Background: an optimization exercise with open tools, aiming at a short achievable clock period and few clock cycles. Do not read the settings as production practice.
In this exercise RTL edits were held to simulation tests only and were not proved equivalent to the original.
Power is estimated from default activity; no workload was simulated.

### design/flow/config.mk
export PLATFORM = sky130hd
export DESIGN_NAME = myCPU
export DESIGN_NICKNAME = myCPU
export VERILOG_FILES = /design/flow/design.v
export SDC_FILE = /design/flow/constraint.sdc
export NUM_CORES = 8
export LEC_CHECK = 0
export CAP_MARGIN = 20
export CORE_MARGIN = 2
export CORE_UTILIZATION = 45
export SETUP_SLACK_MARGIN = 5
export SLEW_MARGIN = 20
export SYNTH_HIERARCHICAL = 1
### design/flow/constraint.sdc
create_clock -name core_clock -period 8.0 [get_ports {cpu_clk}]
set_input_delay 1.6000 -clock core_clock [delete_from_list [all_inputs] [get_ports {cpu_clk}]]
set_output_delay 1.6000 -clock core_clock [all_outputs]
set_load 0.01 [all_outputs]
### design/flow/design.v
module ks_inv (input a, output y);
  assign y = ~a;
endmodule
module ks_nand2 (input a, input b, output y);
  assign y = ~(a & b);
endmodule
module ks_nor2 (input a, input b, output y);
  assign y = ~(a | b);
endmodule
module ks_xor2 (input a, input b, output y);
  assign y = a ^ b;
endmodule
module ks_xnor2 (input a, input b, output y);
  assign y = ~(a ^ b);
endmodule
module ks_aoi21 (input a, input b, input c, output y);
  assign y = ~(a | (b & c));
endmodule
module ks_oai21 (input a, input b, input c, output y);
  assign y = ~(a & (b | c));
endmodule
module ks_majn (input a, input b, input c, output y);
  assign y = ~((a & b) | ((a | b) & c));
endmodule
module ks_prefix #(parameter N = 32) (
    input  [N-1:0] gn,    
    input  [N-1:0] tn,    
    output [N-1:0] c      
);
  localparam L = (N <= 2) ? 1 : (N <= 4) ? 2 : (N <= 8) ? 3 : (N <= 16) ? 4 : 5;
  wire [N-1:0] G[0:L];
  wire [N-1:0] T[0:L];
  assign G[0] = gn;
  assign T[0] = tn;
  genvar l, i;
  generate
    for (l = 1; l <= L; l = l + 1) begin : LV
      for (i = 0; i < N; i = i + 1) begin : C
        if (i >= (1 << (l - 1))) begin : CMB
          if (l % 2 == 1) begin : LH
            ks_oai21 ug (.a(G[l-1][i]), .b(T[l-1][i]), .c(G[l-1][i-(1<<(l-1))]), .y(G[l][i]));
            if (i >= (1 << l)) begin : BT
              ks_nor2 ut (.a(T[l-1][i]), .b(T[l-1][i-(1<<(l-1))]), .y(T[l][i]));
            end else begin : NT
              assign T[l][i] = 1'b0;
            end
          end else begin : HL
            ks_aoi21 ug (.a(G[l-1][i]), .b(T[l-1][i]), .c(G[l-1][i-(1<<(l-1))]), .y(G[l][i]));
            if (i >= (1 << l)) begin : BT
              ks_nand2 ut (.a(T[l-1][i]), .b(T[l-1][i-(1<<(l-1))]), .y(T[l][i]));
            end else begin : NT
              assign T[l][i] = 1'b0;
            end
          end
        end else begin : PASS
          ks_inv ug (.a(G[l-1][i]), .y(G[l][i]));
          assign T[l][i] = 1'b0;
        end
      end
    end
    if (L % 2 == 1) begin : OH
      assign c = G[L];
    end else begin : OL
      for (i = 0; i < N; i = i + 1) begin : CI
        ks_inv u (.a(G[L][i]), .y(c[i]));
      end
    end
  endgenerate
endmodule
module ks_add #(parameter N = 32) (
    input  [N-1:0] a,
    input  [N-1:0] b,
    input          cin,
    output [N-1:0] s
);
  wire [N-1:0] x, gn, tn, c;
  genvar i;
  generate
    for (i = 0; i < N; i = i + 1) begin : B
      ks_xor2 ux (.a(a[i]), .b(b[i]), .y(x[i]));
      if (i == 0) begin : B0
        ks_majn ug (.a(a[0]), .b(b[0]), .c(cin), .y(gn[0]));
        assign tn[0] = 1'b1;
        ks_xor2 us (.a(x[0]), .b(cin), .y(s[0]));
      end else begin : BI
        ks_nand2 ug (.a(a[i]), .b(b[i]), .y(gn[i]));
        ks_nor2  ut (.a(a[i]), .b(b[i]), .y(tn[i]));
        ks_xor2  us (.a(x[i]), .b(c[i-1]), .y(s[i]));
      end
    end
  endgenerate
  ks_prefix #(.N(N)) up (.gn(gn), .tn(tn), .c(c));
endmodule
module ks_inc #(parameter N = 30) (
    input  [N-1:0] a,
    output [N-1:0] s
);
  wire [N-1:0] gn, tn, c;
  genvar i;
  generate
    for (i = 0; i < N; i = i + 1) begin : B
      if (i == 0) begin : B0
        ks_inv ug (.a(a[0]), .y(gn[0]));
        assign tn[0] = 1'b1;
        ks_inv us (.a(a[0]), .y(s[0]));
      end else begin : BI
        assign gn[i] = 1'b1;
        ks_inv ut (.a(a[i]), .y(tn[i]));
        ks_xor2 us (.a(a[i]), .b(c[i-1]), .y(s[i]));
      end
    end
  endgenerate
  ks_prefix #(.N(N)) up (.gn(gn), .tn(tn), .c(c));
endmodule
module ks_lt #(parameter N = 32) (
    input  [N-1:0] a,
    input  [N-1:0] b,
    input          sgn,
    output         lt
);
  wire [N-1:0] aa, bn, gn, tn, c;
  assign aa = {a[N-1] ^ sgn, a[N-2:0]};
  assign bn = ~{b[N-1] ^ sgn, b[N-2:0]};
  genvar i;
  generate
    for (i = 0; i < N; i = i + 1) begin : B
      if (i == 0) begin : B0
        ks_nor2 ug (.a(aa[0]), .b(bn[0]), .y(gn[0]));
        assign tn[0] = 1'b1;
      end else begin : BI
        ks_nand2 ug (.a(aa[i]), .b(bn[i]), .y(gn[i]));
        ks_nor2  ut (.a(aa[i]), .b(bn[i]), .y(tn[i]));
      end
    end
  endgenerate
  ks_prefix #(.N(N)) up (.gn(gn), .tn(tn), .c(c));
  assign lt = ~c[N-1];
endmodule
module ks_eq #(parameter N = 32) (
    input  [N-1:0] a,
    input  [N-1:0] b,
    output         eq
);
  wire [N-1:0] e;
  genvar i;
  generate
    for (i = 0; i < N; i = i + 1) begin : B
      ks_xnor2 u (.a(a[i]), .b(b[i]), .y(e[i]));
    end
  endgenerate
  wire [15:0] l1;
  wire [7:0]  l2;
  wire [3:0]  l3;
  wire [1:0]  l4;
  wire        l5;
  generate
    for (i = 0; i < 16; i = i + 1) begin : C1
      ks_nand2 u (.a(e[2*i]), .b(e[2*i+1]), .y(l1[i]));
    end
    for (i = 0; i < 8; i = i + 1) begin : C2
      ks_nor2 u (.a(l1[2*i]), .b(l1[2*i+1]), .y(l2[i]));
    end
    for (i = 0; i < 4; i = i + 1) begin : C3
      ks_nand2 u (.a(l2[2*i]), .b(l2[2*i+1]), .y(l3[i]));
    end
    for (i = 0; i < 2; i = i + 1) begin : C4
      ks_nor2 u (.a(l3[2*i]), .b(l3[2*i+1]), .y(l4[i]));
    end
  endgenerate
  ks_nand2 u5 (.a(l4[0]), .b(l4[1]), .y(l5));
  ks_inv u6 (.a(l5), .y(eq));
endmodule
`timescale 1ns / 1ps
module myCPU (
    input wire cpu_rst,
    input wire cpu_clk,
    output wire [13:0] inst_addr,
    input  wire [31:0] inst,
    output wire [31:0] Bus_addr,
    input  wire [31:0] Bus_rdata,
    output wire        Bus_wen,
    output wire [31:0] Bus_wdata
    , 
    output wire        debug_wb_have_inst,
    output wire [31:0] debug_wb_pc,
    output             debug_wb_ena,
    output wire [ 4:0] debug_wb_reg,
    output wire [31:0] debug_wb_value
);
  localparam NB = 8;             
  localparam NL = 4;             
  wire clk = cpu_clk;
  wire rst = cpu_rst;
  reg  [31:0] pc_f;
  reg  [13:0] pc_o;              
  reg  [13:0] pc_b;              
  reg         d_valid;
  reg  [31:0] d_inst;
  reg  [31:0] d_pc;
  reg  [31:0] d_pc4;
  reg         d_hit;
  reg         d_ptaken;
  reg         d_is_lui, d_is_auipc, d_is_jal, d_is_jalr, d_is_br, d_is_ld, d_is_st, d_is_alu;
  reg         d_use1, d_use2;
  reg         p_1E, p_2E, p_1M, p_2M, p_1W, p_2W;    
  reg         p_1X, p_2X;
  reg  [31:0] d_rv1, d_rv2;      
  reg         x_we;              
  reg  [ 4:0] x_rd;
  reg  [31:0] x_val;
  reg         d_bpos, d_bneg;    
  reg  [31:0] d_tq;              
  reg         d_fz;              
  reg         d_zeq, d_zgt, d_zinv;    
  reg         e_dec;             
  reg         e_zeq1, e_zgt1, e_zlt1;    
  reg         p_dec;             
  reg         e_valid;
  reg  [31:0] e_pc;
  reg  [31:0] e_pc4;
  reg  [31:0] e_pnpc;
  reg  [31:0] e_a;
  reg  [31:0] e_b;
  reg  [31:0] e_sd;
  reg  [31:0] e_timm;
  reg  [31:0] m_fa, m_fb, m_fs, m_fxa;
  reg  [ 4:0] m_fxb;
  reg         e_t1, e_t0, e_m1, e_m0, e_uselt;
  reg         e_m1a, e_m0a;      
  reg         q_fr;              
  reg         e_er, e_ed;        
  reg  [31:0] e_tq;
  reg         e_r_add, e_r_slt, e_r_sltu, e_r_and, e_r_or, e_r_xor, e_r_sll, e_r_sr, e_r_pre;
  reg         e_sub, e_sra, e_sgn;
  reg  [ 4:0] e_rd;
  reg         e_rfwe;
  reg         e_ld;
  reg         e_sw;
  reg         e_sbsh;
  reg  [ 2:0] e_f3;
  reg         e_br;
  reg         e_jal;
  reg         e_jalr;
  reg         e_ret;
  reg         e_call;
  reg         m_valid;
  reg  [31:0] m_pc;
  reg  [31:0] m_sum;
  reg  [31:0] m_oth;
  reg         m_add;
  reg  [ 4:0] m_rd;
  reg         m_rfwe;
  reg         m_ld;
  reg  [ 2:0] m_f3;
  reg  [31:0] m_addr;
  reg         m_sbsh;
  reg         e_rdy;             
  reg  [ 1:0] e_ralo;
  reg  [31:0] m_sd;
  reg         w_we;
  reg  [ 4:0] w_rd;
  reg  [31:0] w_val;
  reg  [31:1] w_sel;
  reg         o_have;
  reg  [31:0] o_pc;
  reg         o_ena;
  reg  [ 4:0] o_rd;
  reg  [31:0] o_val;
  reg  [31:0] bus_addr_r;
  reg         bus_wen_r;
  reg  [31:0] bus_wdata_r;
  reg         r_redir;
  reg         r_sj, r_st;
  reg  [31:0] r_jt;
  reg  [31:0] r_tgt;
  reg  [31:0] r_pc4;
  reg         u_valid;
  reg  [13:0] u_tag;
  reg  [13:0] u_tgt;
  reg         u_taken;
  reg         u_br;
  reg         u_ret;
  reg         u_call;
  reg  [31:0] ras;
  reg  [NL-1:0] lv;
  reg  [13:0] ltag  [0:NL-1];
  reg  [ 6:0] llast [0:NL-1];
  reg  [ 6:0] lcur  [0:NL-1];
  reg  [ 6:0] lccur [0:NL-1];
  wire [NL-1:0] lex;             
  genvar gl;
  generate
    for (gl = 0; gl < NL; gl = gl + 1) begin : LEX
      assign lex[gl] = (llast[gl] != 7'd0) && (lcur[gl] + 7'd1 == llast[gl]);
    end
  endgenerate
  reg  [ 1:0] lptr;
  reg         d_lhit, d_lx;
  reg  [NL-1:0] d_lsel;
  reg         e_lback, e_lx;
  reg  [NL-1:0] e_lsel;
  reg  [ 6:0] e_lcnt;
  reg         u_lv, u_lx;
  reg  [NL-1:0] u_lsel;
  reg  [ 6:0] u_lcnt;
  reg  [NL-1:0] u_lok;
  reg         btb_v   [0:NB-1];
  reg  [13:0] btb_tag [0:NB-1];
  reg  [ 2:0] btb_ptr;
  reg  [13:0] btb_tgt [0:NB-1];
  reg  [ 1:0] btb_ctr [0:NB-1];
  reg         btb_ret [0:NB-1];
  reg         btb_call[0:NB-1];
  reg  [31:0] rf      [1:31];
  reg  [31:1] rf_ok;             
  reg  [NB-1:0] f_m;
  reg           f_hit, f_ret;
  reg  [ 1:0]   f_ctr;
  reg  [13:0]   f_tgt;
  integer k;
  always @(*) begin
    f_hit = 1'b0; f_ret = 1'b0; f_ctr = 2'b00; f_tgt = 14'd0;
    for (k = 0; k < NB; k = k + 1) begin
      f_m[k] = btb_v[k] && (btb_tag[k] == pc_b);
      f_hit  = f_hit | f_m[k];
      f_ret  = f_ret | (f_m[k] & btb_ret[k]);
      f_ctr  = f_ctr | ({2{f_m[k]}} & btb_ctr[k]);
      f_tgt  = f_tgt | ({14{f_m[k]}} & btb_tgt[k]);
    end
  end
  reg  [NL-1:0] f_lm;
  integer kk;
  always @(*) begin
    for (kk = 0; kk < NL; kk = kk + 1) f_lm[kk] = lv[kk] && (ltag[kk] == pc_b);
  end
  wire          f_lhit = |f_lm;
  wire          f_lx = |(f_lm & lex & ~({NL{d_valid && d_lhit}} & d_lsel));
  wire          f_ptaken = f_hit && f_ctr[1] && !f_lx;
  wire [31:0]   f_pc4;
  assign f_pc4[1:0] = pc_f[1:0];
  ks_inc #(.N(30)) u_finc (.a(pc_f[31:2]), .s(f_pc4[31:2]));
  wire [31:0]   f_btgt = f_ret ? ras : {pc_f[31:16], f_tgt, 2'b00};
  wire [31:0]   f_pnpc = f_ptaken ? f_btgt : f_pc4;
  assign inst_addr = pc_o;
  wire [6:0] f_op = inst[6:0];
  wire f_is_lui   = f_op == 7'b0110111;
  wire f_is_auipc = f_op == 7'b0010111;
  wire f_is_jal   = f_op == 7'b1101111;
  wire f_is_jalr  = f_op == 7'b1100111;
  wire f_is_br    = f_op == 7'b1100011;
  wire f_is_ld    = f_op == 7'b0000011;
  wire f_is_st    = f_op == 7'b0100011;
  wire f_is_opi   = f_op == 7'b0010011;
  wire f_is_op    = f_op == 7'b0110011;
  wire [15:0] f_immB = {{4{inst[31]}}, inst[7], inst[30:25], inst[11:8], 1'b0};
  wire [15:0] f_immJ = {inst[15:12], inst[20], inst[30:21], 1'b0};
  wire [15:0] f_tqB, f_tqJ;
  ks_add #(.N(16)) u_ftqb (.a(pc_f[15:0]), .b(f_immB), .cin(1'b0), .s(f_tqB));
  ks_add #(.N(16)) u_ftqj (.a(pc_f[15:0]), .b(f_immJ), .cin(1'b0), .s(f_tqJ));
  wire [31:0] f_tq   = {pc_f[31:16], f_is_jal ? f_tqJ : f_tqB};
  wire f_rdt_n = f_is_jal || (f_is_br && inst[31] && !f_lx);
  wire f_rdr_n = f_is_jalr && inst[11:7] == 5'd0 && inst[31:20] == 12'd0;
  wire f_rd_t = (f_is_jal && !f_ptaken) || (f_is_br && inst[31] && !f_hit && !f_lx);
  wire f_rd_r = f_rdr_n && !f_ptaken;
  wire [31:0] f_nohit = f_rdt_n ? f_tq : f_rdr_n ? ras : f_pc4;
  reg  [13:0] f_tsel;
  reg         f_anyt, f_anyr, f_any4;
  integer kt;
  always @(*) begin
    f_tsel = 14'd0; f_anyt = 1'b0; f_anyr = 1'b0; f_any4 = 1'b0;
    for (kt = 0; kt < NB; kt = kt + 1) begin
      f_tsel = f_tsel | ({14{f_m[kt] & btb_ctr[kt][1] & !btb_ret[kt] & !f_lx}} & btb_tgt[kt]);
      f_anyt = f_anyt | (f_m[kt] & btb_ctr[kt][1] & !btb_ret[kt] & !f_lx);
      f_anyr = f_anyr | (f_m[kt] & btb_ctr[kt][1] & btb_ret[kt] & !f_lx);
      f_any4 = f_any4 | (f_m[kt] & (!btb_ctr[kt][1] | f_lx));
    end
  end
  wire [31:0] f_pnpc2 = {({16{f_anyt}} & pc_f[31:16]), f_tsel, 2'b00}
                      | ({32{f_anyr}} & ras)
                      | ({32{f_any4}} & f_pc4)
                      | ({32{!f_hit}} & f_nohit);
  wire [ 4:0] d_rd  = d_inst[11:7];
  wire [ 2:0] d_f3  = d_inst[14:12];
  wire [ 4:0] d_rs1 = d_inst[19:15];
  wire [ 4:0] d_rs2 = d_inst[24:20];
  wire        d_f7b = d_inst[30];
  wire        d_is_ctl = d_is_jal | d_is_jalr | d_is_br;
  wire        d_is_mem = d_is_ld | d_is_st;
  wire        d_rfwe = ~(d_is_br | d_is_st);
  wire        d_sub = d_is_alu && d_inst[5] && d_f7b && d_f3 == 3'b000;
  wire        d_call = (d_is_jal || d_is_jalr) && d_rd != 5'd0;
  wire [31:0] d_immI = {{20{d_inst[31]}}, d_inst[31:20]};
  wire [31:0] d_immS = {{20{d_inst[31]}}, d_inst[31:25], d_inst[11:7]};
  wire [31:0] d_immB = {{20{d_inst[31]}}, d_inst[7], d_inst[30:25], d_inst[11:8], 1'b0};
  wire [31:0] d_immJ = {{12{d_inst[31]}}, d_inst[19:12], d_inst[20], d_inst[30:21], 1'b0};
  wire [31:0] d_immU = {d_inst[31:12], 12'd0};
  wire [31:0] d_timm = d_is_jal ? d_immJ : d_immB;
  function automatic addeq(input [31:0] a, input [31:0] b, input [31:0] x);
    reg [31:0] k, co;
    begin
      k  = a ^ b ^ x;
      co = (a & b) | ((a ^ b) & k);
      addeq = !k[0] && (k[31:1] == co[30:0]);
    end
  endfunction
  wire [1:0]  m_alo = m_addr[1:0];
  wire [31:0] m_rsh = Bus_rdata >> {m_alo, 3'b000};
  wire [31:0] m_ldv = m_f3[1] ? Bus_rdata :
                      m_f3[0] ? {{16{~m_f3[2] & m_rsh[15]}}, m_rsh[15:0]} :
                                {{24{~m_f3[2] & m_rsh[7]}}, m_rsh[7:0]};
  wire [31:0] m_val = m_ld ? m_ldv : m_add ? m_sum : m_oth;
  wire e_wr = e_valid && e_rfwe && (e_rd != 5'd0);
  wire m_wr = m_valid && m_rfwe && (m_rd != 5'd0);
  wire d_1E = p_1E;
  wire d_2E = p_2E;
  wire d_1M = p_1M;
  wire d_2M = p_2M;
  wire d_1W = p_1W;
  wire d_2W = p_2W;
  wire [31:0] d_u1 = ({32{p_1W}} & w_val) | ({32{p_1X}} & x_val) | d_rv1;
  wire [31:0] d_u2 = ({32{p_2W}} & w_val) | ({32{p_2X}} & x_val) | d_rv2;
  wire [31:0] d_v1 = ({32{d_1M}} & m_val) | d_u1;
  wire [31:0] d_v2 = ({32{d_2M}} & m_val) | d_u2;
  wire d_bsel = d_use2 && !d_is_st;    
  wire d_lduse = e_ld && ((d_use1 && d_1E) || (d_use2 && d_2E));
  wire d_subfw = d_bneg && d_2E;
  wire d_memrmw = e_valid && e_sbsh && !e_rdy && d_is_mem;
  wire stall_d = d_valid && (d_lduse || d_subfw || d_memrmw);
  wire e_live = e_valid && !r_redir;
  wire       d_wr   = d_valid && d_rfwe && (d_rd != 5'd0);
  wire       e_wrl  = e_live && e_rfwe && (e_rd != 5'd0);
  wire [4:0] i_rs1 = inst[19:15];
  wire [4:0] i_rs2 = inst[24:20];
  wire n_1E = !stall_d && d_wr && (d_rd == i_rs1);
  wire n_2E = !stall_d && d_wr && (d_rd == i_rs2);
  wire f_1M = e_wrl && (e_rd == i_rs1);
  wire f_2M = e_wrl && (e_rd == i_rs2);
  wire f_1W = m_wr && (m_rd == i_rs1) && !f_1M;
  wire f_2W = m_wr && (m_rd == i_rs2) && !f_2M;
  wire s_1M = e_wrl && (e_rd == d_rs1);
  wire s_2M = e_wrl && (e_rd == d_rs2);
  wire s_1W = m_wr && (m_rd == d_rs1) && !s_1M;
  wire s_2W = m_wr && (m_rd == d_rs2) && !s_2M;
  wire f_1X = w_we && (w_rd == i_rs1) && !f_1M && !f_1W;
  wire f_2X = w_we && (w_rd == i_rs2) && !f_2M && !f_2W;
  wire s_1X = w_we && (w_rd == d_rs1) && !s_1M && !s_1W;
  wire s_2X = w_we && (w_rd == d_rs2) && !s_2M && !s_2W;
  wire n_1X = stall_d ? s_1X : f_1X;
  wire n_2X = stall_d ? s_2X : f_2X;
  wire n_1M = stall_d ? s_1M : f_1M;
  wire n_2M = stall_d ? s_2M : f_2M;
  wire n_1W = stall_d ? s_1W : f_1W;
  wire n_2W = stall_d ? s_2W : f_2W;
  reg  [31:0] f_rv1, f_rv2;
  integer q;
  always @(*) begin
    f_rv1 = 32'd0; f_rv2 = 32'd0;
    for (q = 1; q < 32; q = q + 1) begin
      f_rv1 = f_rv1 | ({32{i_rs1 == q && rf_ok[q]}} & rf[q]);
      f_rv2 = f_rv2 | ({32{i_rs2 == q && rf_ok[q]}} & rf[q]);
    end
  end
  wire [31:0] s_rv1 = p_1X ? x_val : d_rv1;
  wire [31:0] s_rv2 = p_2X ? x_val : d_rv2;
  wire [31:0] n_rv1 = stall_d ? ({32{!(s_1M || s_1W || s_1X)}} & s_rv1) : ({32{!(f_1M || f_1W || f_1X)}} & f_rv1);
  wire [31:0] n_rv2 = stall_d ? ({32{!(s_2M || s_2W || s_2X)}} & s_rv2) : ({32{!(f_2M || f_2W || f_2X)}} & f_rv2);
  wire d_back = d_inst[31];
  wire d_rd_seq = !d_is_ctl && d_ptaken;
  wire [31:0] ea;
  wire d_isdec = d_is_alu && !d_inst[5] && d_f3 == 3'b000 && d_rd == d_rs1 && d_rd != 5'd0 && d_inst[31:20] == 12'hfff;
  wire d_imin = d_u1[31] && (d_u1[30:0] == 31'd0);
  wire d_xeq1 = (d_u1 == 32'd1);
  wire d_xgt1 = (!d_u1[31] && (d_u1[30:1] != 30'd0)) || d_imin;
  wire d_xlt1 = (d_u1[31] && !d_imin) || (d_u1 == 32'd0);
  wire d_edec = (d_zeq ? e_zeq1 : d_zgt ? e_zgt1 : e_zlt1) ^ d_zinv;
  wire d_efar = d_is_br && !p_1E && !p_2E && !p_1M && !p_2M;
  wire d_feq;
  ks_eq #(.N(32)) u_deq (.a(d_u1), .b(d_u2), .eq(d_feq));
  wire d_flt;
  ks_lt #(.N(32)) u_dlt (.a(d_u1), .b(d_u2), .sgn(!d_f3[1]), .lt(d_flt));
  wire d_fet = (d_f3[2] ? d_flt : d_feq) ^ d_f3[0];
  wire kd = r_redir || q_fr;    
  wire d_early = p_dec && e_live && e_dec;
  wire d_et = d_edec;
  wire d_emis = d_early && (d_et != d_ptaken);
  wire redir_d = d_valid && !stall_d && !kd && (d_rd_seq || d_emis);
  wire d_fmis = d_valid && !stall_d && !kd && d_efar && (d_fet != d_ptaken);
  wire d_rdt = d_emis && d_et;
  wire [31:0] d_rdpc = d_rdt ? d_tq : d_pc4;
  wire [31:0] d_pnpc = pc_f;
  wire d_tok_p = addeq(d_pc, d_timm, d_pnpc);
  wire d_tok_q = addeq(d_pc, d_timm, d_tq);
  wire d_tok = !d_rd_seq && d_tok_p;
  wire d_nok = d_rd_seq || d_pnpc == d_pc4;
  wire d_t1 = d_is_jal || (d_is_br && !d_f3[0]);
  wire d_t0 = d_is_jal || (d_is_br && d_f3[0]);
  wire d_m1 = d_t1 ? !d_tok : !d_nok;
  wire d_m0 = d_t0 ? !d_tok : !d_nok;
  wire d_shift = d_is_alu && d_f3[1:0] == 2'b01;
  wire d_r_add  = (d_is_alu && d_f3 == 3'b000) || d_is_mem || d_is_lui || d_is_auipc;
  wire d_r_sll  = d_is_alu && d_f3 == 3'b001;
  wire d_r_slt  = d_is_alu && d_f3 == 3'b010;
  wire d_r_sltu = d_is_alu && d_f3 == 3'b011;
  wire d_r_xor  = d_is_alu && d_f3 == 3'b100;
  wire d_r_sr   = d_is_alu && d_f3 == 3'b101;
  wire d_r_or   = d_is_alu && d_f3 == 3'b110;
  wire d_r_and  = d_is_alu && d_f3 == 3'b111;
  wire d_r_pre  = d_is_jal || d_is_jalr;
  assign ea = e_a | m_fa;
  wire [31:0] eb = e_b  | m_fb;
  wire [31:0] es = e_sd | m_fs;
  wire [31:0] xa = e_a  | m_fxa;
  wire [ 4:0] xb = e_b[4:0] | m_fxb;
  wire [31:0] e_sum;
  ks_add #(.N(32)) u_eadd (.a(ea), .b(eb), .cin(e_sub), .s(e_sum));
  wire        e_eq;
  ks_eq #(.N(32)) u_eeq (.a(ea), .b(eb), .eq(e_eq));
  wire        e_lt;              
  ks_lt #(.N(32)) u_elt (.a(ea), .b(eb), .sgn(e_sgn), .lt(e_lt));
  wire [31:0] e_tgt;
  ks_add #(.N(32)) u_etgt (.a(e_pc), .b(e_timm), .cin(1'b0), .s(e_tgt));
  wire [31:0] e_sll = xa << xb;
  wire signed [32:0] e_srx = {e_sra & xa[31], xa};
  wire [32:0] e_srs = e_srx >>> xb;
  wire [31:0] e_sr  = e_srs[31:0];
  wire [31:0] e_oth = ({32{e_r_slt | e_r_sltu}} & {31'd0, e_lt})
                    | ({32{e_r_and}} & (ea & eb))
                    | ({32{e_r_or}} & (ea | eb))
                    | ({32{e_r_xor}} & (ea ^ eb))
                    | ({32{e_r_sll}} & e_sll)
                    | ({32{e_r_sr}} & e_sr)
                    | ({32{e_r_pre}} & e_pc4);
  wire [31:0] e_jk = ea ^ eb ^ e_pnpc;
  wire [31:0] e_jg = ea & eb;
  wire [31:0] e_jco = e_jg | ((ea ^ eb) & e_jk);
  wire        e_jok = (e_jk[1] == e_jg[0]) && (e_jk[31:2] == e_jco[30:1]);
  wire e_raw = e_uselt ? e_lt : e_eq;
  wire e_taken = e_raw ? e_t1 : e_t0;
  wire [31:0] e_jt = {e_sum[31:1], 1'b0};
  wire e_m1x = e_er ? (e_ed ? e_m1a : e_t1) : e_m1;
  wire e_m0x = e_er ? (e_ed ? e_m0a : e_t0) : e_m0;
  wire e_mis = e_jalr ? !e_jok : (e_raw ? e_m1x : e_m0x);
  wire [31:0] r_rpc = r_sj ? r_jt : r_st ? r_tgt : r_pc4;
  function automatic [31:0] merge(input [31:0] w, input [31:0] sd, input [1:0] a, input h);
    begin
      merge[7:0]   = (h ? !a[1] : a == 2'd0) ? sd[7:0] : w[7:0];
      merge[15:8]  = h ? (!a[1] ? sd[15:8] : w[15:8]) : (a == 2'd1 ? sd[7:0] : w[15:8]);
      merge[23:16] = (h ? a[1] : a == 2'd2) ? sd[7:0] : w[23:16];
      merge[31:24] = h ? (a[1] ? sd[15:8] : w[31:24]) : (a == 2'd3 ? sd[7:0] : w[31:24]);
    end
  endfunction
  wire [31:0] m_merge = merge(Bus_rdata, m_sd, m_alo, m_f3[0]);
  wire [31:0] e_merge = merge(Bus_rdata, es, e_ralo, e_f3[0]);
  assign Bus_addr  = bus_addr_r;
  assign Bus_wen   = bus_wen_r;
  assign Bus_wdata = bus_wdata_r;
  wire [31:0] d_saddr;
  ks_add #(.N(32)) u_dsa (.a(d_u1), .b(d_immS), .cin(1'b0), .s(d_saddr));
  wire d_er = d_valid && !stall_d && !kd && d_is_st && !d_f3[1] && !p_1E && !p_1M &&
              !m_sbsh && !(e_live && (e_ld || e_sw || e_sbsh));
  integer i;
  wire [31:0] pc_next = r_redir ? r_rpc : q_fr ? (e_ed ? e_tq : e_pc4) : redir_d ? d_rdpc : f_pnpc2;
  wire pc_upd = r_redir || q_fr || redir_d || !stall_d;
  always @(posedge clk or posedge rst) begin
    if (rst) begin
      pc_f <= 32'd0;
    end else if (pc_upd) begin
      pc_f <= pc_next;
    end
  end
  always @(posedge clk) begin
    pc_b <= pc_upd ? pc_next[15:2] : pc_o;
  end
  always @(posedge clk or posedge rst) begin
    if (rst) begin
      pc_o <= 14'd0;
    end else begin
      pc_o <= pc_upd ? pc_next[15:2] : pc_f[15:2];
    end
  end
  always @(posedge clk or posedge rst) begin
    if (rst) begin
      d_valid <= 1'b0;
    end else if (kd || redir_d) begin
      d_valid <= 1'b0;
    end else if (!stall_d) begin
      d_valid <= 1'b1;
    end
  end
  always @(posedge clk) begin
    if (!stall_d) begin
      d_inst     <= inst;
      d_pc       <= pc_f;
      d_pc4      <= f_pc4;
      d_hit      <= f_hit;
      d_ptaken   <= f_ptaken || f_rd_t || f_rd_r;
      d_lhit     <= f_lhit;
      d_lsel     <= f_lm;
      d_lx       <= f_lx;
      d_is_lui   <= f_is_lui;
      d_is_auipc <= f_is_auipc;
      d_is_jal   <= f_is_jal;
      d_is_jalr  <= f_is_jalr;
      d_is_br    <= f_is_br;
      d_is_ld    <= f_is_ld;
      d_is_st    <= f_is_st;
      d_is_alu   <= f_is_op || f_is_opi;
      d_use1     <= !(f_is_lui || f_is_auipc || f_is_jal);
      d_use2     <= f_is_op || f_is_br || f_is_st;
      d_bpos     <= f_is_br || (f_is_op && !(inst[30] && inst[14:12] == 3'b000));
      d_bneg     <= f_is_op && inst[30] && inst[14:12] == 3'b000;
      d_tq       <= f_tq;
      d_fz       <= f_is_br && ((inst[19:15] == 5'd0) != (inst[24:20] == 5'd0)) && inst[13] == 1'b0;
      d_zeq      <= !inst[14];
      d_zgt      <= inst[14] && inst[19:15] == 5'd0;
      d_zinv     <= inst[12];
    end
  end
  always @(posedge clk) begin
    p_1E <= n_1E;
    p_2E <= n_2E;
    p_1M <= n_1M;
    p_2M <= n_2M;
    p_1W <= n_1W;
    p_2W <= n_2W;
    p_1X <= n_1X;
    p_dec <= !stall_d && d_valid && d_isdec && f_is_br && inst[13] == 1'b0 &&
             ((inst[19:15] == 5'd0) != (inst[24:20] == 5'd0)) &&
             (d_rd == ((inst[19:15] == 5'd0) ? inst[24:20] : inst[19:15]));
    p_2X <= n_2X;
    d_rv1 <= n_rv1;
    d_rv2 <= n_rv2;
    x_rd  <= w_rd;
    x_val <= w_val;
  end
  always @(posedge clk or posedge rst) begin
    if (rst) begin
      e_valid <= 1'b0;
    end else begin
      e_valid <= d_valid && !stall_d && !kd;
    end
  end
  always @(posedge clk) begin
    e_pc    <= d_pc;
    e_pc4   <= d_pc4;
    e_timm  <= d_timm;
    e_pnpc  <= d_pnpc;    
    e_a     <= ({32{d_is_auipc}} & d_pc) | ({32{d_use1 && !d_1E}} & d_v1);
    e_b     <= ({32{!d_bsel}} & (d_is_st ? d_immS : (d_is_lui || d_is_auipc) ? d_immU : d_immI))
             | ({32{d_bpos && !d_2E}} & d_v2) | ({32{d_bneg}} & ~d_v2);
    e_sd    <= {32{!d_2E}} & d_v2;
    m_fa    <= ({32{d_use1 && d_1E && e_r_add}} & e_sum) | ({32{d_use1 && d_1E && !e_r_add}} & e_oth);
    m_fb    <= ({32{d_bsel && d_2E && e_r_add}} & e_sum) | ({32{d_bsel && d_2E && !e_r_add}} & e_oth);
    m_fs    <= ({32{d_2E && e_r_add}} & e_sum) | ({32{d_2E && !e_r_add}} & e_oth);
    m_fxa   <= ({32{d_shift && d_1E && e_r_add}} & e_sum) | ({32{d_shift && d_1E && !e_r_add}} & e_oth);
    m_fxb   <= ({5{d_shift && d_bsel && d_2E && e_r_add}} & e_sum[4:0]) | ({5{d_shift && d_bsel && d_2E && !e_r_add}} & e_oth[4:0]);
    e_t1    <= d_t1;
    e_t0    <= d_t0;
    e_m1    <= d_m1;
    e_m0    <= d_m0;
    e_m1a   <= d_t1 ? !d_tok_q : 1'b1;
    e_m0a   <= d_t0 ? !d_tok_q : 1'b1;
    e_er    <= d_emis || (d_efar && (d_fet != d_ptaken));
    e_ed    <= d_efar ? d_fet : d_et;
    e_tq    <= d_tq;
    e_uselt <= d_f3[2];
    e_r_add <= d_r_add;
    e_r_slt <= d_r_slt;
    e_r_sltu <= d_r_sltu;
    e_r_and <= d_r_and;
    e_r_or  <= d_r_or;
    e_r_xor <= d_r_xor;
    e_r_sll <= d_r_sll;
    e_r_sr  <= d_r_sr;
    e_r_pre <= d_r_pre;
    e_sub   <= d_sub;
    e_sra   <= d_f7b;
    e_sgn   <= d_is_br ? !d_f3[1] : !d_f3[0];
    e_rd    <= d_rd;
    e_rfwe  <= d_rfwe;
    e_ld    <= d_is_ld;
    e_sw    <= d_is_st && d_f3[1];
    e_sbsh  <= d_is_st && !d_f3[1];
    e_rdy   <= d_er;
    e_ralo  <= d_saddr[1:0];
    e_f3    <= d_f3;
    e_br    <= d_is_br;
    e_jal   <= d_is_jal;
    e_jalr  <= d_is_jalr;
    e_ret   <= d_is_jalr && d_rd == 5'd0 && d_inst[31:20] == 12'd0;
    e_call  <= d_call;
    e_lback <= d_is_br && d_back;
    e_lx    <= d_lx;
    e_dec   <= d_isdec && !p_1E && !p_1M;
    e_zeq1  <= d_xeq1;
    e_zgt1  <= d_xgt1;
    e_zlt1  <= d_xlt1;
    e_lsel  <= d_lhit ? d_lsel : l_new;
    e_lcnt  <= d_lhit ? d_lcur : 7'd0;
  end
  always @(posedge clk or posedge rst) begin
    if (rst) begin
      m_valid <= 1'b0;
      m_sbsh  <= 1'b0;
      bus_wen_r <= 1'b0;
      r_redir <= 1'b0;
      q_fr    <= 1'b0;
      u_valid <= 1'b0;
      u_lv    <= 1'b0;
    end else begin
      m_valid <= e_live;
      m_sbsh  <= e_live && e_sbsh && !e_rdy;
      bus_wen_r <= (e_live && (e_sw || (e_sbsh && e_rdy))) || m_sbsh;
      r_redir <= e_live && e_mis;
      q_fr    <= d_fmis;
      u_valid <= e_live && (e_jal || e_jalr || e_br);
      u_lv    <= e_live && e_lback;
    end
  end
  always @(posedge clk) begin
    m_pc   <= e_pc;
    m_sum  <= e_sum;
    m_oth  <= e_oth;
    m_add  <= e_r_add;
    m_rd   <= e_rd;
    m_rfwe <= e_rfwe;
    m_ld   <= e_ld;
    m_f3   <= e_f3;
    m_addr <= e_sum;
    m_sd   <= es;
    bus_addr_r <= m_sbsh ? m_addr : (e_live && (e_ld || e_sw || e_sbsh)) ? e_sum : d_saddr;
    bus_wdata_r <= m_sbsh ? m_merge : e_rdy ? e_merge : es;
    r_sj   <= e_jalr;
    r_st   <= e_taken;
    r_jt   <= e_jt;
    r_tgt  <= e_tgt;
    r_pc4  <= e_pc4;
    u_tag  <= e_pc[15:2];
    u_tgt  <= e_jalr ? e_jt[15:2] : e_tgt[15:2];
    u_taken <= e_taken || e_jalr;
    u_lx    <= e_lx;
    u_lsel  <= e_lsel;
    u_lcnt  <= e_lcnt;
    for (i = 0; i < NL; i = i + 1) u_lok[i] <= e_lsel[i] && ltag[i] == e_pc[15:2];
    u_br   <= e_br;
    u_ret  <= e_ret;
    u_call <= e_call;
  end
  always @(posedge clk or posedge rst) begin
    if (rst) begin
      w_we  <= 1'b0;
      x_we  <= 1'b0;
      w_sel <= 31'd0;
    end else begin
      w_we  <= m_wr;
      x_we  <= w_we;
      for (i = 1; i < 32; i = i + 1) w_sel[i] <= m_wr && m_rd == i;
    end
  end
  always @(posedge clk) begin
    if (m_wr) begin
      w_rd  <= m_rd;
      w_val <= m_val;
    end
  end
  always @(posedge clk or posedge rst) begin
    if (rst) begin
      o_have <= 1'b0;
    end else begin
      o_have <= m_valid;
    end
  end
  always @(posedge clk) begin
    o_pc  <= m_pc;
    o_ena <= m_rfwe;
    o_rd  <= m_rd;
    o_val <= m_val;
  end
  always @(posedge clk) begin
    for (i = 1; i < 32; i = i + 1) begin
      if (w_sel[i]) rf[i] <= w_val;
    end
  end
  always @(posedge clk or posedge rst) begin
    if (rst) begin
      rf_ok <= 31'd0;
    end else begin
      rf_ok <= rf_ok | w_sel;
    end
  end
  always @(posedge clk or posedge rst) begin
    if (rst) begin
      ras <= 32'd0;
    end else if (d_valid && !stall_d && !kd && d_call) begin
      ras <= d_pc4;
    end
  end
  reg  [ 6:0] d_lcur;
  reg  [NL-1:0] l_new;
  integer kl;
  always @(*) begin
    d_lcur = 7'd0;
    for (kl = 0; kl < NL; kl = kl + 1) begin
      d_lcur   = d_lcur | ({7{d_lsel[kl]}} & lcur[kl]);
      l_new[kl] = (lptr == kl);
    end
  end
  wire       l_dgo = d_valid && !stall_d && !kd && d_is_br && d_back;
  wire [6:0] u_lcnt1 = (u_lcnt == 7'h7f) ? 7'h7f : u_lcnt + 7'd1;
  reg  [6:0] l_cur_n  [0:NL-1];
  reg  [6:0] l_last_n [0:NL-1];
  reg  [6:0] l_ccur_n [0:NL-1];
  always @(*) begin
    for (kl = 0; kl < NL; kl = kl + 1) begin
      l_last_n[kl] = llast[kl];
      l_ccur_n[kl] = lccur[kl];
      l_cur_n[kl]  = lcur[kl];
      if (u_lv && u_lok[kl]) begin
        if (u_taken) begin
          l_ccur_n[kl] = u_lcnt1;
          if (u_lx) l_last_n[kl] = 7'd0;
        end else begin
          l_ccur_n[kl] = 7'd0;
          l_last_n[kl] = (u_lcnt == 7'h7f) ? 7'd0 : u_lcnt1;
          l_cur_n[kl]  = 7'd0;
        end
      end
      if (r_redir) begin
        l_cur_n[kl] = l_ccur_n[kl];
      end else if (l_dgo && d_lhit && d_lsel[kl]) begin
        l_cur_n[kl] = d_lx ? 7'd0 : (l_cur_n[kl] == 7'h7f) ? 7'h7f : l_cur_n[kl] + 7'd1;
      end else if (l_dgo && !d_lhit && l_new[kl]) begin
        l_cur_n[kl]  = 7'd1;
        l_last_n[kl] = 7'd0;
        l_ccur_n[kl] = 7'd0;
      end
    end
  end
  always @(posedge clk or posedge rst) begin
    if (rst) begin
      lv   <= {NL{1'b0}};
      lptr <= 2'd0;
    end else begin
      if (l_dgo && !d_lhit) begin
        lv   <= lv | l_new;
        lptr <= lptr + 2'd1;
      end
    end
  end
  always @(posedge clk) begin
    for (i = 0; i < NL; i = i + 1) begin
      lcur[i]  <= l_cur_n[i];
      llast[i] <= l_last_n[i];
      lccur[i] <= l_ccur_n[i];
      if (l_dgo && !d_lhit && l_new[i]) ltag[i] <= d_pc[15:2];
    end
  end
  reg  [NB-1:0] u_m;
  integer j;
  reg           u_hit;
  reg  [ 1:0]   u_ctr;
  always @(*) begin
    u_hit = 1'b0; u_ctr = 2'b00;
    for (j = 0; j < NB; j = j + 1) begin
      u_m[j] = btb_v[j] && (btb_tag[j] == u_tag);
      u_hit  = u_hit | u_m[j];
      u_ctr  = u_ctr | ({2{u_m[j]}} & btb_ctr[j]);
    end
  end
  wire [1:0] u_ctr_inc = (u_ctr == 2'b11) ? 2'b11 : u_ctr + 2'b01;
  wire [1:0] u_ctr_dec = (u_ctr == 2'b00) ? 2'b00 : u_ctr - 2'b01;
  wire       u_alloc = u_valid && !u_hit && u_taken;
  wire [1:0] u_ctr_new = !u_br ? 2'b11 : !u_hit ? 2'b10 : u_taken ? u_ctr_inc : u_ctr_dec;
  always @(posedge clk or posedge rst) begin
    if (rst) begin
      btb_ptr <= 3'd0;
      for (i = 0; i < NB; i = i + 1) begin
        btb_v[i]   <= 1'b0;
        btb_ctr[i] <= 2'b00;
      end
    end else begin
      if (u_alloc) btb_ptr <= btb_ptr + 3'd1;
      for (i = 0; i < NB; i = i + 1) begin
        if (u_valid && (u_hit ? u_m[i] : (u_taken && btb_ptr == i))) begin
          btb_v[i]   <= 1'b1;
          btb_ctr[i] <= u_ctr_new;
        end
      end
    end
  end
  always @(posedge clk) begin
    for (i = 0; i < NB; i = i + 1) begin
      if (u_valid && (u_hit ? u_m[i] : (u_taken && btb_ptr == i))) begin
        btb_tag[i]  <= u_tag;
        btb_ret[i]  <= u_ret;
        btb_call[i] <= u_call;
        if (u_taken) btb_tgt[i] <= u_tgt;
      end
    end
  end
  assign debug_wb_have_inst = o_have;
  assign debug_wb_pc        = o_pc;
  assign debug_wb_ena       = o_ena;
  assign debug_wb_reg       = o_rd;
  assign debug_wb_value     = o_val;
endmodule
### design/flow/run.sh
#!/bin/bash
# synth_recipe.tcl (not shown) runs the flow's synth.tcl, then flattens the netlist and writes it again
# the make line also repeats each setting of config.mk as NAME=value (left out here)
make -C /OpenROAD-flow-scripts/flow DESIGN_CONFIG=/design/flow/config.mk WORK_HOME=/design/flow/orfs CLKGATE_MAP_FILE= SYNTH_SCRIPT=/design/flow/synth_recipe.tcl finish
==> reports/results.txt, run 1 <==
Hold repair after CTS inserted 0 buffers. The clock reaches the later pin of the worst-skew pair after 1.00 ns. The max-slew violation count was 0. In the final layout, the share of cells above drive strength 1 is 28.70%. Counting every instance in the synthesized netlist gives 11484. Power spread over the standard cell area amounts to 332.2 nW/um^2.

The library cells used most frequently in the layout, excluding fill and tap cells, are 1442 x edfxtp_1, 898 x nand2_1, 837 x dfxtp_1. Counting I/O delays and the setup requirement, the final critical path takes 3.453 ns. The logs give 0 for the total overflow reported by the global router and 12699 for the number of nets in the layout. Clock-pin slew was measured on the worst setup and hold paths at 0.06 ns. Data on the critical path arrives at its endpoint at 4.25 ns. The required time of the critical path came out at 8.80 ns. Chip height: 530.8 microns.

The area growth from synthesis to layout is 26.69%. For the pin with the worst max-slew slack, the measured transition is 1.354 ns. For this design the total switching power over the nets is 21160 uW.

The instance count after placement with tap cells included came out at 15080. Across the run, the number of max-cap violations was 0. Sequential cells burn 37.9% of the power. The initialized floorplan defines 193 standard-cell rows. Setup repair after global routing could not meet its margin everywhere. The path class of the tightest hold or removal check is flip-flop to flip-flop. Summing every instance area after synthesis gives 124900 sq um.

The setup path with the least slack is of type input port to flip-flop. For the starting density of the core, the log shows 45.21%. Global routing used 18.51% of the available met3 tracks. The HPWL after detailed placement is 389700 microns. The share of total power dissipated in the clock network is 25.9%. For this run, design rule violations remaining after detail routing come to 0. The routed layout has 115231 vias. The tools report the first-pass detailed-route iteration total as 19. Of all nets on the critical path, the largest fanout is 11. Cell depth of the worst hold path: 0.

The congestion estimate from routability-driven global placement came to 1.040. Once layout is complete, the utilization of the core stands at 57.28%. The initial antenna violation count was 71. Cell internal power was estimated by the tool at 31410 uW. In this run switching power makes up 40.25% of total power. In this run the remaining antenna-violating nets after routing total 0.

For this run, global-route usage on met2 was measured as 61.65%. The tools report the wire length of the first global-routing pass as 867200 microns. The summed negative setup slack over all endpoints was 0 ns; the average routed wire per standard cell was 39.83 microns.

No sink is reached through more buffers than the 4 on the longest clock path. The largest net degree at the start of global routing was 129. STA classifies the critical path endpoint as a flip-flop. Combinational logic is responsible for 36.3% of the overall power. The number of H-tree levels is 5. Core box area: 276300 sq um. The die covers 281800 sq um. The tools report the number of I/O pins as 216. Across every metal layer, demand over resource in global routing totals 44.49%. The run finished with no timing, DRC or antenna violations. The final critical path takes up 43.16% of the cycle. IR analysis of the VDD net gives a maximum drop of 0.2194 mV.

The number of cells in the finished layout apart from fillers is 16449, and the via count of the first global-routing pass is 105322. For the number of violations reported at the end of detailed-routing iteration 0, the log shows 22385. For the number of failing hold endpoints at the final stage, the log shows 0. The worst pin sits at a relative slew slack of 9.740%. CTS placed an instance of clkbuf_16 at the clock tree root. During placement, the flow inserted port buffers numbering 215. Number of warnings issued by yosys: 24. The tools report the total setup violations reported at the end of the flow as 0. The count of clock tree sinks is 2592.

STA classifies the critical path startpoint as an input port. Global routing used 53.96% of the available met1 tracks. Final hold analysis gives a worst-case slack of 0.3246 ns. Measured in cells, the most critical reg-to-reg path has a length of 17.

The worst setup skew after layout is 0.1012 ns, and the chip width is 530.8 microns. Counting the buffers created by CTS gives 288. The average instance in the mapped netlist occupies 10.88 sq um. TritonCTS built the clock tree. The global-route layer with the greatest usage was met2. Leaving out fill and tap cells, the most frequent cell in the layout is edfxtp_1. For this design the static power due to leakage is 0.05875 uW. Based on the critical path, the design can be clocked at up to 289.6 MHz.

The total length of routed wires was 655200 microns. The average via count per standard cell works out to 7.005.
## sequential cells by signal, summed over array words and instances, names as in the netlist, 56 cells and up
| name | flops |
|---|---|
| rf | 992 |
| btb_tag | 112 |
| btb_tgt | 112 |
| ltag | 56 |
## per-layer routing
layer,vias up,part of all wire [%]
met1,55899,35
li1,44635,-
met4,65,10
met2,11044,40
met3,3588,15
met5,-,0.31
## final timing paths
path / from / end / slack, ns
setup / recovery: inst[1] / pc_f[20]$_DFFE_PP0N_ / 4.55
hold / removal: m_pc[23]$_DFF_P_ / o_pc[23]$_DFF_P_ / 0.32
setup reg to reg: pc_b[12]$_DFF_P_ / pc_f[20]$_DFFE_PP0N_ / 4.57
hold reg to reg: m_pc[23]$_DFF_P_ / o_pc[23]$_DFF_P_ / 0.32
max in group asynchronous: cpu_rst / pc_o[3]$_DFF_PP0_ / 4.96
min in group asynchronous: cpu_rst / w_sel[8]$_DFF_PP0_ / 1.51
## power by group through the flow
stage                     registers (uW)  clock network [uW]  logic (uW)
after floorplan                    18500                   0        9300
after global placement             20100                   0       14800
after detailed placement           20200                   0       14900
after CTS                          19600               13500       17400
after global routing               19900               14100       19800
final                              19900               13600       19100
## area by class of cell
cell class,instances,area (sq um)
flip-flops and latches,2592,67560
repair buffers,1228,12260
clock inverters,130,1330
diodes,66,165.2
repair inverters,2,10.01
fillers,22868,118000
clock buffers,395,8170
multi-input cells,7813,62130
inverters,518,1982
well taps,3705,4636
## what timing repair did
item,4_1_cts,5_1_grt
hold endpoints to repair,0,0
setup buffers,500,215
setup endpoints to repair,1147,713
gates cloned,49,14
pin swaps,199,213
gates resized for setup,1743,627
## per-stage QoR
stage | cell area [sq um] | total power [uW] | setup slack (ns)
finish | 158200 | 52570 | 4.547
global route | 158100 | 53710 | 4.496
CTS | 153300 | 50530 | 4.692
detailed placement | 134700 | 35060 | 2.272
global placement | 134600 | 34920 | 2.155
floorplan | 129500 | 27820 | 3.346
## critical path: stages
cell and delay, ns:
clkdlybuf4s50_1 0.50, nand2_4 0.15, nand4b_1 0.29, nor2_4 0.23, and2_1 0.20, and3_4 0.32
nand2_8 0.10, a31o_4 0.30, clkbuf_16 0.20, a221oi_2 0.24, nor2_1 0.07
Testbench counts, summed over its fixed seeds: cycles 80,275.
==> inputs of run 2 (changes only) <==
--- a/design/flow/config.mk
+++ b/design/flow/config.mk
@@ -6,8 +6,8 @@
 export NUM_CORES = 8
 export LEC_CHECK = 0
-export CAP_MARGIN = 20
+export CAP_MARGIN = 60
 export CORE_MARGIN = 2
 export CORE_UTILIZATION = 45
 export SETUP_SLACK_MARGIN = 5
-export SLEW_MARGIN = 20
+export SLEW_MARGIN = 60
 export SYNTH_HIERARCHICAL = 1
==> run 2 against run 1 <==
Still clean; via count is 2.4% lower; critical path depth increased by 4; wire length decreased by 4.5%; combinational power barely moved; cell count grew 0.13%; largest power group unchanged.
==> reports/results.txt, run 2 <==
Setup repair after global routing could not meet its margin everywhere. For the number of cells produced by synthesis, the log shows 11484 (unchanged). The critical path startpoint category is a flip-flop (was an input port). The number of cell rows is 193 (unchanged), and the post-synthesis instance area is 124900 sq um (unchanged). The total of max-cap violations is 0 (unchanged), and the number of violations reported at the end of detailed-routing iteration 0 is 20743 (was 22385). The run gives 5 (unchanged) as the number of H-tree levels.

The run gives 69 (was 129) as the largest net degree at the start of global routing. Highest-count cells in the layout ignoring fill and taps: 1442 x edfxtp_1, 905 x nand2_1, 850 x nor2_1 (was 1442 x edfxtp_1, 898 x nand2_1, 837 x dfxtp_1). The worst supply voltage drop on vdd was 0.1935 mV (was 0.2194 mV); the chip height was 530.8 microns (unchanged). The fraction of layout cells with a size suffix above 1 was 29.03% (was 28.70%); the final cell utilization of the core was 58.09% (was 57.28%).

Cell area power density: 328.6 nW/um^2 (was 332.2 nW/um^2). Met2 demand-to-capacity share in global routing: 60.91% (was 61.65%). The max-slew violation count was 0 (unchanged); the via count of the routed design was 112520 (was 115231). The number of clock buffers inserted by TritonCTS came out at 286 (was 288). The category of the most critical setup path was flip-flop to flip-flop (was input port to flip-flop). The starting density of the core is 45.21% (unchanged). The run gives 0 (unchanged) as the residual antenna-violating net count after detailed routing.

The tools report the remaining routing DRC violations as 0 (unchanged). The initial antenna violation count is 51 (was 71). Nature of the critical path endpoint: a flip-flop (unchanged).

The run gives 302.0 MHz (was 289.6 MHz) as the highest attainable clock frequency. The global-route layer with the greatest usage was met2 (unchanged). Critical path's most frequent cell: buf_6.

The tools report the arrival time of the worst setup path as 4.12 ns (was 4.25 ns). Register bank with the most flops: rf (unchanged). The number of warnings issued by yosys is 24 (unchanged), and the average size of a mapped cell is 10.88 sq um (unchanged). The clock transition at the registers of the reported paths came out at 0.06 ns (about the same).

Highest-delay cell along the critical path: nor4_4 (was clkdlybuf4s50_1). The via count of the first global-routing pass was 104136 (was 105322); the instance count after placement with tap cells included was 15282 (was 15080). The first-pass detailed-route iteration total was 12 (was 19). For the clock latency reported for the late side of the worst-skew pair, the log shows 1.02 ns (was 1.00 ns). The logs give 281800 sq um (unchanged) for the overall die area and 1.040 (unchanged) for the final RePlAce weighted congestion. Largest regs: rf x992, btb_tag x112, btb_tgt x112 (unchanged). The critical-path maximum fanout was 7 (was 11); the normalized max-slew margin was 46.81% (was 9.740%). The count of clock tree sinks was 2592 (unchanged).

Root buffer cell: clkbuf_16 (unchanged). The logs give 0 ns (unchanged) for the summed negative setup slack over all endpoints and 8.81 ns (was 8.80 ns) for the required time of the critical path. The number of buffer and inverter instances along the worst setup path came out at 6 (was 2).

Reported leakage power: 0.05985 uW (was 0.05875 uW). Leading cell type in the layout, fill and taps excluded: edfxtp_1 (unchanged). The post-layout minimum cycle time is 3.311 ns (was 3.453 ns), and the overall power after layout is 52730 uW (was 52570 uW).

The run gives 415700 microns (was 389700 microns) as the detailed-placement wirelength estimate. For the number of failing hold endpoints at the final stage, the log shows 0 (unchanged). For the total overflow reported by the global router, the log shows 0 (unchanged). The transition time at the pin with the least slew margin is 0.7978 ns (was 1.354 ns).

The total length of routed wires is 626000 microns (was 655200 microns), and the count of buffers from port buffering is 215 (unchanged). The run gives 276300 sq um (unchanged) as the core box area. The worst setup skew after layout is 0.1110 ns (was 0.1012 ns). The total setup violations reported at the end of the flow is 0 (unchanged).

The run gives 16471 (was 16449) as the number of cells in the finished layout apart from fillers. The classification of the worst-slack hold path was flip-flop to flip-flop (unchanged). The signed area change from the synthesized netlist to the final layout is 28.47% (was 26.69%). Critical path, cell by cell: buf_12 -> buf_4 -> xnor2_2 -> nand4_1 -> nor4_4 -> nand4_1 -> buf_6 -> and2b_4 -> buf_6 -> buf_6 -> buf_6 -> nand3_2 -> o21ai_2 -> a211oi_2 -> nor3_2 (was clkdlybuf4s50_1 -> nand2_4 -> nand4b_1 -> nor2_4 -> and2_1 -> and3_4 -> nand2_8 -> a31o_4 -> clkbuf_16 -> a221oi_2 -> nor2_1).

The average via count per standard cell came out at 6.831 (was 7.005). The buffer depth of the longest clock path was 4 (unchanged); the wire length of the first global-routing pass was 835300 microns (was 867200 microns). The average routed wire per standard cell was 38.01 microns (was 39.83 microns). TritonCTS built the clock tree.

The maximum cell stage delay along the critical path works out to 0.40 ns (was 0.50 ns). The gate family responsible for the most delay along the worst path was simple AND/OR/NAND/NOR gates (unchanged). The chip width works out to 530.8 microns (unchanged). The flow ran to the end and the layout has no timing, DRC or antenna violations.

The tools report the met1 track demand over resource as 52.71% (was 53.96%). The number of nets in the layout is 12754 (was 12699), and the total global-route track usage is 42.38% (was 44.49%). The number of flip-flops in the largest register was 992 (unchanged); the share of the clock period used by the worst path after layout was 41.39% (was 43.16%). The number of I/O pins was 216 (unchanged). The run gives 14.64% (was 18.51%) as the global routing met3 resource utilization.
-- run 2: routing by layer --
metal / vias to the layer above / share of wire [%]
met1: 54752 / 36
met3: 2916 / 14
met4: 30 / 9.2
met5: - / 0.11
met2: 10153 / 41
li1: 44669 / -
-- run 2: stage by stage --
| step | worst slack [ns] | hold slack (ns) | instance area, sq um |
|---|---|---|---|
| final | 4.689 | 0.3224 | 160500 |
| after global routing | 4.610 | 0.3289 | 160400 |
| after floorplan | 3.346 | 0.3096 | 129500 |
| after CTS | 4.678 | 0.3238 | 155300 |
| after detailed placement | 2.681 | 0.3121 | 138900 |
| after global placement | 2.155 | 0.3115 | 134600 |
-- run 2: worst paths after layout --
path | start | end | slack (ns) | depth (start not counted)
max reg2reg | pc_b[3]$_DFF_P_ | pc_f[6]$_DFFE_PP0N_ | 4.69 | 15
min reg2reg | m_pc[17]$_DFF_P_ | o_pc[17]$_DFF_P_ | 0.32 | 0
max in group asynchronous | cpu_rst | pc_f[24]$_DFFE_PP0N_ | 5.36 | 6
min | m_pc[17]$_DFF_P_ | o_pc[17]$_DFF_P_ | 0.32 | 0
min in group asynchronous | cpu_rst | btb_v[3]$_DFFE_PP0P_ | 1.23 | 2
max | pc_b[3]$_DFF_P_ | pc_f[6]$_DFFE_PP0N_ | 4.69 | 15
-- run 2: cell type report --
class,count,area (sq um)
Tap cell,3705,4636
Timing Repair inverter,1,5.005
Multi-Input combinational cell,7787,61910
Antenna cell,33,82.58
Inverter,518,1983
Clock inverter,141,1832
Timing Repair Buffer,1312,14370
Sequential cell,2592,67560
Fill cell,22484,115800
Clock buffer,382,8083
-- run 2: what timing repair did --
| action | 4_1_cts | 5_1_grt |
|---|---|---|
| hold buffers | 0 | 0 |
| pin swaps | 168 | 230 |
| cloned | 24 | 14 |
| resized for setup | 1459 | 503 |
| buffers inserted | 345 | 236 |
| setup endpoints to repair | 929 | 562 |
-- run 2: report_power, final --
part / internal, uW / leakage, uW / switching [uW]
Combinational: 7020 / 0.0314 / 12000
Sequential: 16800 / 0.0236 / 2820
Clock: 8220 / 0.00486 / 5920
==> inputs of run 3 (changes only) <==
--- a/design/flow/design.v
+++ b/design/flow/design.v
@@ -258,4 +258,7 @@
   reg  [ 1:0] e_ralo;
   reg  [31:0] m_sd;
+  reg  [ 3:0] l_b0, l_s7;
+  reg  [ 1:0] l_b1;
+  reg         l_b2, l_b3, l_sx1, l_sx23, l_sum, l_oth;
   reg         w_we;
   reg  [ 4:0] w_rd;
@@ -405,9 +408,15 @@
   endfunction
   wire [1:0]  m_alo = m_addr[1:0];
-  wire [31:0] m_rsh = Bus_rdata >> {m_alo, 3'b000};
-  wire [31:0] m_ldv = m_f3[1] ? Bus_rdata :
-                      m_f3[0] ? {{16{~m_f3[2] & m_rsh[15]}}, m_rsh[15:0]} :
-                                {{24{~m_f3[2] & m_rsh[7]}}, m_rsh[7:0]};
-  wire [31:0] m_val = m_ld ? m_ldv : m_add ? m_sum : m_oth;
+  wire [31:0] r = Bus_rdata;
+  wire        l_sgn = (l_s7[0] & r[7]) | (l_s7[1] & r[15]) | (l_s7[2] & r[23]) | (l_s7[3] & r[31]);
+  wire [31:0] m_val;
+  assign m_val[7:0]   = ({8{l_b0[0]}} & r[7:0]) | ({8{l_b0[1]}} & r[15:8]) | ({8{l_b0[2]}} & r[23:16])
+                      | ({8{l_b0[3]}} & r[31:24]) | ({8{l_sum}} & m_sum[7:0]) | ({8{l_oth}} & m_oth[7:0]);
+  assign m_val[15:8]  = ({8{l_b1[0]}} & r[15:8]) | ({8{l_b1[1]}} & r[31:24]) | {8{l_sx1 & l_sgn}}
+                      | ({8{l_sum}} & m_sum[15:8]) | ({8{l_oth}} & m_oth[15:8]);
+  assign m_val[23:16] = ({8{l_b2}} & r[23:16]) | {8{l_sx23 & l_sgn}}
+                      | ({8{l_sum}} & m_sum[23:16]) | ({8{l_oth}} & m_oth[23:16]);
+  assign m_val[31:24] = ({8{l_b3}} & r[31:24]) | {8{l_sx23 & l_sgn}}
+                      | ({8{l_sum}} & m_sum[31:24]) | ({8{l_oth}} & m_oth[31:24]);
   wire e_wr = e_valid && e_rfwe && (e_rd != 5'd0);
   wire m_wr = m_valid && m_rfwe && (m_rd != 5'd0);
@@ -727,4 +736,16 @@
     m_ld   <= e_ld;
     m_f3   <= e_f3;
+    l_b0   <= {4{e_ld}} & (e_f3[1] ? 4'b0001 :
+                           e_f3[0] ? (e_sum[1] ? 4'b0100 : 4'b0001) :
+                                     (4'b0001 << e_sum[1:0]));
+    l_b1   <= {2{e_ld}} & (e_f3[1] ? 2'b01 : e_f3[0] ? (e_sum[1] ? 2'b10 : 2'b01) : 2'b00);
+    l_b2   <= e_ld && e_f3[1];
+    l_b3   <= e_ld && e_f3[1];
+    l_sx1  <= e_ld && !e_f3[1] && !e_f3[0];
+    l_sx23 <= e_ld && !e_f3[1];
+    l_s7   <= {4{e_ld && !e_f3[2] && !e_f3[1]}} &
+              (e_f3[0] ? (e_sum[1] ? 4'b1000 : 4'b0010) : (4'b0001 << e_sum[1:0]));
+    l_sum  <= !e_ld && e_r_add;
+    l_oth  <= !e_ld && !e_r_add;
     m_addr <= e_sum;
     m_sd   <= es;
@@ -856,4 +877,5 @@
     end
   end
+  reg  [NB-1:0] e_bm;
   reg  [NB-1:0] u_m;
   integer j;
@@ -863,9 +885,10 @@
     u_hit = 1'b0; u_ctr = 2'b00;
     for (j = 0; j < NB; j = j + 1) begin
-      u_m[j] = btb_v[j] && (btb_tag[j] == u_tag);
+      e_bm[j] = btb_v[j] && (btb_tag[j] == e_pc[15:2]);
       u_hit  = u_hit | u_m[j];
       u_ctr  = u_ctr | ({2{u_m[j]}} & btb_ctr[j]);
     end
   end
+  always @(posedge clk) u_m <= e_bm;
   wire [1:0] u_ctr_inc = (u_ctr == 2'b11) ? 2'b11 : u_ctr + 2'b01;
   wire [1:0] u_ctr_dec = (u_ctr == 2'b00) ? 2'b00 : u_ctr - 2'b01;
==> run 3 against run 2 <==
Flip-flop and latch count rose by 19; largest power group unchanged; highest routed layer unchanged; power fell by 0.99%; sequential share of layout area rose by 0.75 points; critical path type unchanged; global-route usage rose by 0.27 points; sequential power rose by 3%; non-clock buffer count fell by 128; synthesized area fell by 0.35%; cell count fell by 1.0%; register-to-register slack got worse by 0.05 ns; via count rose by 0.12%; worst setup slack got worse by 0.055 ns; utilization fell by 0.63 points.
==> reports/results.txt, run 3 <==
The flow ran to the end and the layout has no timing, DRC or antenna violations. The tools report the via count of the routed design as 112653 (was 112520). The number of cell rows was 193 (unchanged); the number of warnings issued by yosys was 24 (unchanged). For the arrival time of the worst setup path, the log shows 4.15 ns (was 4.12 ns). The number of H-tree levels is 5 (unchanged), and the worst hold slack after final layout is 0.3048 ns (was 0.3224 ns). The nature of the critical path endpoint was a flip-flop (unchanged). The tools report the overall die area as 280800 sq um (was 281800 sq um). The maximum cell stage delay along the critical path is 0.39 ns (was 0.40 ns). Highest-count cells in the layout ignoring fill and taps: 1442 x edfxtp_1, 923 x nand2_1, 882 x dfxtp_1 (was 1442 x edfxtp_1, 905 x nand2_1, 850 x nor2_1). Largest regs: rf x992, btb_tag x112, btb_tgt x112 (unchanged). The number of violations reported at the end of detailed-routing iteration 0 was 21676 (was 20743); the summed negative setup slack over all endpoints was 0 ns (unchanged). The post-synthesis instance area is 124500 sq um (was 124900 sq um), and the average size of a mapped cell is 10.88 sq um (about the same). Setup repair after global routing could not meet its margin everywhere. Required time of the critical path: 8.78 ns (was 8.81 ns). The tools report the count of clock tree sinks as 2611 (was 2592). The chip height is 529.9 microns (was 530.8 microns). The total global-route track usage is 42.65% (was 42.38%).

Critical path, cell by cell: buf_12 -> buf_4 -> xnor2_1 -> nand4_1 -> nor4_4 -> buf_4 -> and4b_2 -> buf_4 -> a21oi_4 -> buf_6 -> a21oi_4 -> buf_12 -> buf_12 -> buf_4 -> a21oi_4 -> a2111oi_4 -> a211oi_2 (was buf_12 -> buf_4 -> xnor2_2 -> nand4_1 -> nor4_4 -> nand4_1 -> buf_6 -> and2b_4 -> buf_6 -> buf_6 -> buf_6 -> nand3_2 -> o21ai_2 -> a211oi_2 -> nor3_2). The number of cells produced by synthesis came out at 11437 (was 11484). The worst setup skew after layout is 0.1125 ns (was 0.1110 ns).

The clock transition at the registers of the reported paths is 0.06 ns (about the same). The worst supply voltage drop on vdd was 0.2334 mV (was 0.1935 mV); the normalized max-slew margin was 52.81% (was 46.81%). The beginning of the worst register-to-register path was pc_b[11]$_DFF_P_ (was pc_b[3]$_DFF_P_). The number of failing hold endpoints at the final stage was 0 (unchanged).

Leading cell type in the layout, fill and taps excluded: edfxtp_1 (unchanged). The tools report the clock latency reported for the late side of the worst-skew pair as 1.01 ns (was 1.02 ns). The residual antenna-violating net count after detailed routing is 0 (unchanged), and the detailed-placement wirelength estimate is 415100 microns (was 415700 microns). The total of max-cap violations came out at 0 (unchanged).

Category of the most critical setup path: flip-flop to flip-flop (unchanged). The reported leakage power came out at 0.05856 uW (was 0.05985 uW). The buffer depth of the longest clock path was 4 (unchanged). The critical path's most frequent cell was buf_4 (was buf_6). The signed area change from the synthesized netlist to the final layout is 27.31% (was 28.47%).

For the number of I/O pins, the log shows 216 (unchanged). The critical path startpoint category was a flip-flop (unchanged). The final RePlAce weighted congestion is 1.078 (was 1.040). Timing endpoint of the critical path: pc_o[4]$_DFF_PP0_ (was pc_f[6]$_DFFE_PP0N_). The tools report the capturing point of the worst reg2reg path as pc_o[4]$_DFF_PP0_ (was pc_f[6]$_DFFE_PP0N_).

The number of nets in the layout was 12589 (was 12754). Average via count per standard cell: 6.911 (was 6.831). The fraction of layout cells with a size suffix above 1 is 27.98% (was 29.03%), and the core box area is 275800 sq um (was 276300 sq um). The count of buffers from port buffering is 215 (unchanged). The classification of the worst-slack hold path was flip-flop to flip-flop (unchanged). The register bank with the most flops is rf (unchanged). The number of hold buffers added after CTS was 0 (unchanged); the total setup violations reported at the end of the flow was 0 (unchanged).

The root buffer cell is clkbuf_16 (unchanged). The highest attainable clock frequency is 297.1 MHz (was 302.0 MHz), and the via count of the first global-routing pass is 105274 (was 104136). The share of the clock period used by the worst path after layout is 42.07% (was 41.39%).

The tools report the starting density of the core as 45.13% (was 45.21%). The start point of the critical path is pc_b[11]$_DFF_P_ (was pc_b[3]$_DFF_P_). The average routed wire per standard cell is 38.23 microns (was 38.01 microns). Wire length of the first global-routing pass: 838500 microns (was 835300 microns). The initial antenna violation count was 43 (was 51). The total overflow reported by the global router is 0 (unchanged). TritonCTS built the clock tree. Chip width: 529.9 microns (was 530.8 microns). The post-layout minimum cycle time works out to 3.366 ns (was 3.311 ns). The max-slew violation count was 0 (unchanged). The critical-path maximum fanout was 5 (was 7); the transition time at the pin with the least slew margin was 0.7028 ns (was 0.7978 ns).

The cell area power density is 329.5 nW/um^2 (was 328.6 nW/um^2), and the number of flip-flops in the largest register is 992 (unchanged).
run 3: cell types whose count changed in the layout (fill, tap and decap cells not counted), sizes merged, moves of 27 or more:
cell	before	now
or2	142	115
xnor2	510	557
nand2	936	982
a211oi	97	55
buf	1239	1118
o211ai	27	75
mux2i	395	340
a22oi	97	129
inv	528	571
o21ai	810	750
xor2	439	397
nor2b	71	34
and3	110	76
run 3: where the power goes:
part	leakage, uW	switching, uW	total (uW)	internal [uW]
clock	0.00471	5830	13800	7950
combinational	0.0301	11700	18400	6700
sequential	0.0237	3180	20100	16900
run 3: per-stage QoR:
stage | instance area [sq um] | power, uW | util, % | cells | worst slack [ns]
6_report | 158400 | 52210 | 57.46 | 16301 | 4.634
3_5_place_dp | 138400 | 35550 | 50.19 | 15260 | 2.721
5_1_grt | 158400 | 53400 | 57.44 | 16278 | 4.577
3_3_place_gp | 133800 | 34910 | 48.51 | 15023 | 2.133
4_1_cts | 154200 | 50360 | 55.92 | 16082 | 4.730
2_1_floorplan | 128600 | 27800 | - | 11508 | 3.563
run 3: layout make-up:
| type | instances | area (sq um) |
|---|---|---|
| tap | 3705 | 4636 |
| antenna | 27 | 67.56 |
| clock buffer | 375 | 7946 |
| timing repair buffer | 1184 | 13070 |
| fill | 22523 | 117300 |
| sequential | 2611 | 67890 |
| inverter | 557 | 2147 |
| multi-input combinational | 7692 | 61000 |
| clock inverter | 150 | 1689 |
run 3: repair_timing:
item,CTS,global route
endpoints found under the setup margin,573,359
cloned,20,9
pin swaps,204,215
gates resized for setup,1499,479
buffers inserted,277,165
run 3: how the worst min path moves through the flow:
| stage | from | end | slack, ns | cells past startpoint |
|---|---|---|---|---|
| floorplan | m_pc[16]$_DFF_P_ | o_pc[16]$_DFF_P_ | 0.31 | 0 |
| global placement | e_lcnt[2]$_SDFF_PN0_ | u_lcnt[2]$_DFF_P_ | 0.31 | 0 |
| detailed placement | m_pc[25]$_DFF_P_ | o_pc[25]$_DFF_P_ | 0.31 | 0 |
| CTS | m_pc[29]$_DFF_P_ | o_pc[29]$_DFF_P_ | 0.31 | 0 |
| global route | m_pc[29]$_DFF_P_ | o_pc[29]$_DFF_P_ | 0.33 | 0 |
| finish | m_pc[29]$_DFF_P_ | o_pc[29]$_DFF_P_ | 0.30 | 0 |
run 3: layer usage:
metal	wire length (microns)	GRT usage (%)
met4	63100	33.57
met5	660	1.316
met2	252000	60.48
met1	215500	51.72
met3	91890	16.26
run 3: worst max-delay path: cells and delay by family, from the launching register on:
family	cells	cell delay, ns
flip-flops	1	0.39
AND/OR/NAND/NOR	3	0.74
buffers and inverters	8	1.17
AO/OA/AOI/OAI	5	0.70
XOR/XNOR	1	0.20
Testbench counts of run 3, summed over its fixed seeds: cycles 80,270.
